Source: an optimization exercise on an open RTL-to-GDS flow (aim: small area and a short achievable clock period). Production flows keep margins and buffers that such runs may drop. The RTL was checked by simulation tests, not by an equivalence proof against the original design. Power is estimated from default activity; no workload was simulated.

== lagoon ==
==> flow/design.v (excerpt) <==
module radix3_fft(
    input clk,
    input rst,
    input in_valid,
    input [31:0] a_re,
    input [31:0] a_img,
    input [31:0] b_re,
    input [31:0] b_img,
    input [31:0] c_re,
    input [31:0] c_img,
    output out_valid,
    output [31:0] ao_re,
    output [31:0] ao_img,
    output [31:0] bo_re,
    output [31:0] bo_img,
    output [31:0] co_re,
    output [31:0] co_img
    );
clock: 5.0 ns
lec_check: 0
cap_margin: 20
core_margin: 2
core_utilization: 65
cts_buf_list: sky130_fd_sc_hd__clkbuf_8
cts_cluster_diameter: 60
cts_cluster_size: 16
place_density: 0.75
setup_slack_margin: 2.5
slew_margin: 20
synth_hierarchical: 1
run.sh (not shown) runs the stock make flow with config.mk's settings and CLKGATE_MAP_FILE= SYNTH_SCRIPT=/design/flow/synth_recipe.tcl, a recipe that flattens the netlist after the stock synthesis.
lagoon has completed all stages; timing, DRC and antenna checks passed.
For cedar, these inputs were changed with respect to lagoon:
Settings: a change of CTS_CLUSTER_DIAMETER from 60 to 70; a change of CTS_CLUSTER_SIZE from 16 to 20; a change of CORE_UTILIZATION from 65 to 55; a change of PLACE_DENSITY from 0.75 to 0.7.
[summary]
- Changes observed in cedar relative to lagoon: core utilization of the finished layout went down, clock buffer count in the final layout went down, fraction of power consumed by combinational cells did not really move.
Input-level comparison between garnet and cedar:
Settings: CTS_CLUSTER_DIAMETER: 70 -> 60; CTS_CLUSTER_SIZE: 20 -> 16; CORE_UTILIZATION: 55 -> 48.
[summary]
Compared with cedar, garnet shows wire length on met1 higher by about 3.6%.
On placement-stage cell area: between cedar and garnet, it ends up higher for garnet.
Of garnet and cedar, it is garnet that has the lower share of power burned in combinational logic.
cedar ended with every stage complete and zero timing, DRC or antenna violations.
garnet | stages: all done | timing, DRC, antenna: all pass
Going from cedar to garnet, the number of optimization iterations in the first detailed-route pass was found to have gone down by 21.
#### Input delta (harbor over garnet)
Settings: a change of CTS_CLUSTER_DIAMETER from 60 to 50; a change of CORE_UTILIZATION from 48 to 55; a change of CTS_CLUSTER_SIZE from 16 to 12.
==> notes.md <==
garnet → harbor: combinational fraction of design power lost 0.7 points; weighted congestion at the end of routability-driven global placement moved up.
For the peak clock frequency supported by timing, harbor came in about 1.8% lower than garnet did.
On effective utilization at floorplan: between garnet and harbor, it ends up lower for garnet.
### harbor -> tundra
Settings: CTS_BUF_LIST: sky130_fd_sc_hd__clkbuf_8 -> unset; CTS_CLUSTER_SIZE: 12 -> 24; CORE_UTILIZATION: 55 -> 40; CTS_CLUSTER_DIAMETER: 50 -> 80.
--- outcome ---
harbor was larger in final cell area than tundra.
As far as final period utilization is concerned, harbor and tundra perform about the same.
Summary of tundra over harbor: signal arrival time at the worst endpoint lower, synthesis-to-layout area growth shrank by 0.51 points.

========
## pepper
Starting RTL as in the previous note.
clock: 5.0 ns
lec_check: 0
cap_margin: 20
core_margin: 2
core_utilization: 55
cts_buf_list: sky130_fd_sc_hd__clkbuf_8
cts_cluster_diameter: 60
cts_cluster_size: 16
place_density: 0.7
setup_slack_margin: 2.5
slew_margin: 20
synth_hierarchical: 1
pepper ran to completion and came out clean on the timing, DRC and antenna checks.
#### Input delta (amber over pepper)
--- a/flow/config.mk
+++ b/flow/config.mk
@@ -8,5 +8,5 @@
 export CAP_MARGIN = 20
 export CORE_MARGIN = 2
-export CORE_UTILIZATION = 55
+export CORE_UTILIZATION = 40
 export CTS_BUF_LIST = sky130_fd_sc_hd__clkbuf_8
 export CTS_CLUSTER_DIAMETER = 60
==> notes.md <==
- Every stage of the flow completed for amber, and the final layout passed the timing, DRC and antenna checks.
- In amber, the final cell count came out 1242 above the value in pepper.
- Delta (amber minus pepper): half-perimeter wire length of the detailed placement result down about 7%; global routing usage on met1 down 9.7 points; portion of the clock cycle consumed by the worst path in the final layout flat; slew at the pin with the worst max-slew slack down 0.046 ns; number of inserted filler cells in the final layout up 11100.
- For non-clock inverter count in the final layout, pepper and amber come out practically identical.
What ember does differently from amber at the input level:
--- a/flow/config.mk
+++ b/flow/config.mk
@@ -8,6 +8,6 @@
 export CAP_MARGIN = 20
 export CORE_MARGIN = 2
-export CORE_UTILIZATION = 40
-export CTS_BUF_LIST = sky130_fd_sc_hd__clkbuf_8
+export CORE_UTILIZATION = 55
+export CTS_BUF_LIST = sky130_fd_sc_hd__clkbuf_8 sky130_fd_sc_hd__clkbuf_16
 export CTS_CLUSTER_DIAMETER = 60
 export CTS_CLUSTER_SIZE = 16
Routing usage on met3 in ember is 0.95 points higher than in amber
Going from amber to ember, the top achievable clock speed was found to have gone up by 2.2%.
amber has a lower signed area change from the synthesized netlist to the final layout than ember.
Against amber as the reference, ember delivers a lower final period demand of the worst path.
For juniper, these inputs were changed with respect to ember:
--- a/flow/config.mk
+++ b/flow/config.mk
@@ -9,9 +9,8 @@
 export CORE_MARGIN = 2
 export CORE_UTILIZATION = 55
-export CTS_BUF_LIST = sky130_fd_sc_hd__clkbuf_8 sky130_fd_sc_hd__clkbuf_16
 export CTS_CLUSTER_DIAMETER = 60
 export CTS_CLUSTER_SIZE = 16
 export PLACE_DENSITY = 0.7
-export SETUP_SLACK_MARGIN = 2.5
+export SETUP_SLACK_MARGIN = 2.55
 export SLEW_MARGIN = 20
 export SYNTH_HIERARCHICAL = 1
### Flow results
Instance area after placement essentially unchanged between juniper and ember.
ember → juniper: final clock period utilization by the worst path shows a reduction of 0.51 points, non-filler instance count after layout went up about 0.4%.
Cell area delta (juniper − ember): unfavourable
Reported for juniper and ember, netlist area before placement turned out identical to the last digit.
The maximum net fanout on the critical path of juniper falls short of that of ember by 1.
juniper vs. ember: portion of total power attributed to the clock network picked up an extra 0.9 points; non-clock buffer count has increased; number of cells in the design after placement neither gained nor lost much; vias after detailed routing increased by 0.31% relative to the old numbers.

========
Another version of the RTL of radix3_fft (not shown whole).
Size: about 12,000 cells after synthesis, roughly 3,200 flip-flops, ~120,000 sq um of cells after synthesis.
clock: 5.0 ns
lec_check: 0
cap_margin: 20
core_margin: 2
core_utilization: 40
setup_slack_margin: 2.3
slew_margin: 20
==> next run, changes <==
- SETUP_SLACK_MARGIN: 2.3 -> 2.5
Effect: Fmax shrinks by 3.6%. Core utilization grows by 1.1 points. Total power grows by about 3.2%. Worst setup slack is worse by 100 ps. Routed wire length grows by 2.2%. Synthesized cell count is unchanged. Clock-buffer cell count grows by 29. Register-to-register slack is worse by 100 ps.

========
## run C
radix3_fft again, from the RTL that the note above started with.
clock: 5.0 ns
lec_check: 0
cap_margin: 20
core_margin: 2
core_utilization: 40
cts_cluster_diameter: 80
cts_cluster_size: 24
setup_slack_margin: 2.2
slew_margin: 20
Run C closes out successfully: all stages finished, all timing, DRC and antenna checks passed.
Edits applied to the flow inputs when going from run C to run H:
Settings: SETUP_SLACK_MARGIN: 2.2 -> 2.4.
Notes after the runs:
Run H ended with every stage complete and zero timing, DRC or antenna violations.
Static leakage, run C and run H: lower on run C
Required time at the endpoint of the critical path in run H is 0.03 ns higher than in run C
Per the comparison of run H with run C, combinational cell fraction of total power moved up, global-route usage moved up, setup slack moved down, length of routed met2 wiring moved up, clock insertion delay at the later pin of the skew report level.
Run C → run H: clock network area share now sits at about the same level; via density per instance now sits higher; half-perimeter wire length after placement now sits higher.

static timing again, ports no longer ideal:
In the flow no input, the clock included, has a driving cell. The finished layouts below were timed again as built, in two steps.
Step 1: set_driving_cell puts a clkbuf_16 on clk and a buf_2 on each other input, an assumption about the parent block.
Step 2 adds t to the input delays and takes it off the output delays; t is the mean of the earliest and latest rising clock arrival at the registers after step 1. Input paths then give back, and output paths get back, about the clock's delay inside the block.
a / b / c = no drivers / after step 1 / after step 2; a / b = the first two.
| run | t (ns) | slack for setup (ns) | slew at the worst register clock pin (ns) | worst slew at a driven data input, ns | pins driven straight from the clock port |
|---|---|---|---|---|---|
| lagoon | 1.124 | 2.470 / 2.380 / 1.703 | 0.11 / 0.11 | 0.07 | 1 |
| cedar | 1.111 | 2.491 / 2.405 / 1.702 | 0.12 / 0.12 | 0.12 | 1 |
| garnet | 1.103 | 2.494 / 2.402 / 1.694 | 0.10 / 0.10 | 0.12 | 1 |
| harbor | 1.159 | 2.447 / 2.363 / 1.713 | 0.09 / 0.09 | 0.12 | 1 |
| tundra | 0.978 | 2.448 / 2.448 / 1.735 | 0.10 / 0.10 | 0.09 | 1 |
| pepper | 1.139 | 2.473 / 2.378 / 1.674 | 0.11 / 0.11 | 0.12 | 1 |
| amber | 1.142 | 2.469 / 2.372 / 1.733 | 0.11 / 0.11 | 0.09 | 1 |
| ember | 0.986 | 2.522 / 2.488 / 1.731 | 0.07 / 0.07 | 0.12 | 1 |
| juniper | 1.008 | 2.548 / 2.518 / 1.704 | 0.07 / 0.07 | 0.13 | 1 |
| the first run of note 3 | 1.005 | 2.210 / 2.210 / 1.437 | 0.07 / 0.07 | 0.14 | 1 |
| the second run of note 3 | 0.998 | 2.107 / 2.107 / 1.619 | 0.07 / 0.07 | 0.17 | 1 |
| run C | 0.960 | 2.160 / 2.160 / 1.348 | 0.10 / 0.10 | 0.15 | 1 |
| run H | 0.978 | 2.140 / 2.140 / 1.575 | 0.10 / 0.10 | 0.10 | 1 |
After both steps every run listed still meets setup and hold. The setup slack of juniper, which loses most, moves by -0.030 ns with the drivers and by -0.844 ns with both steps.
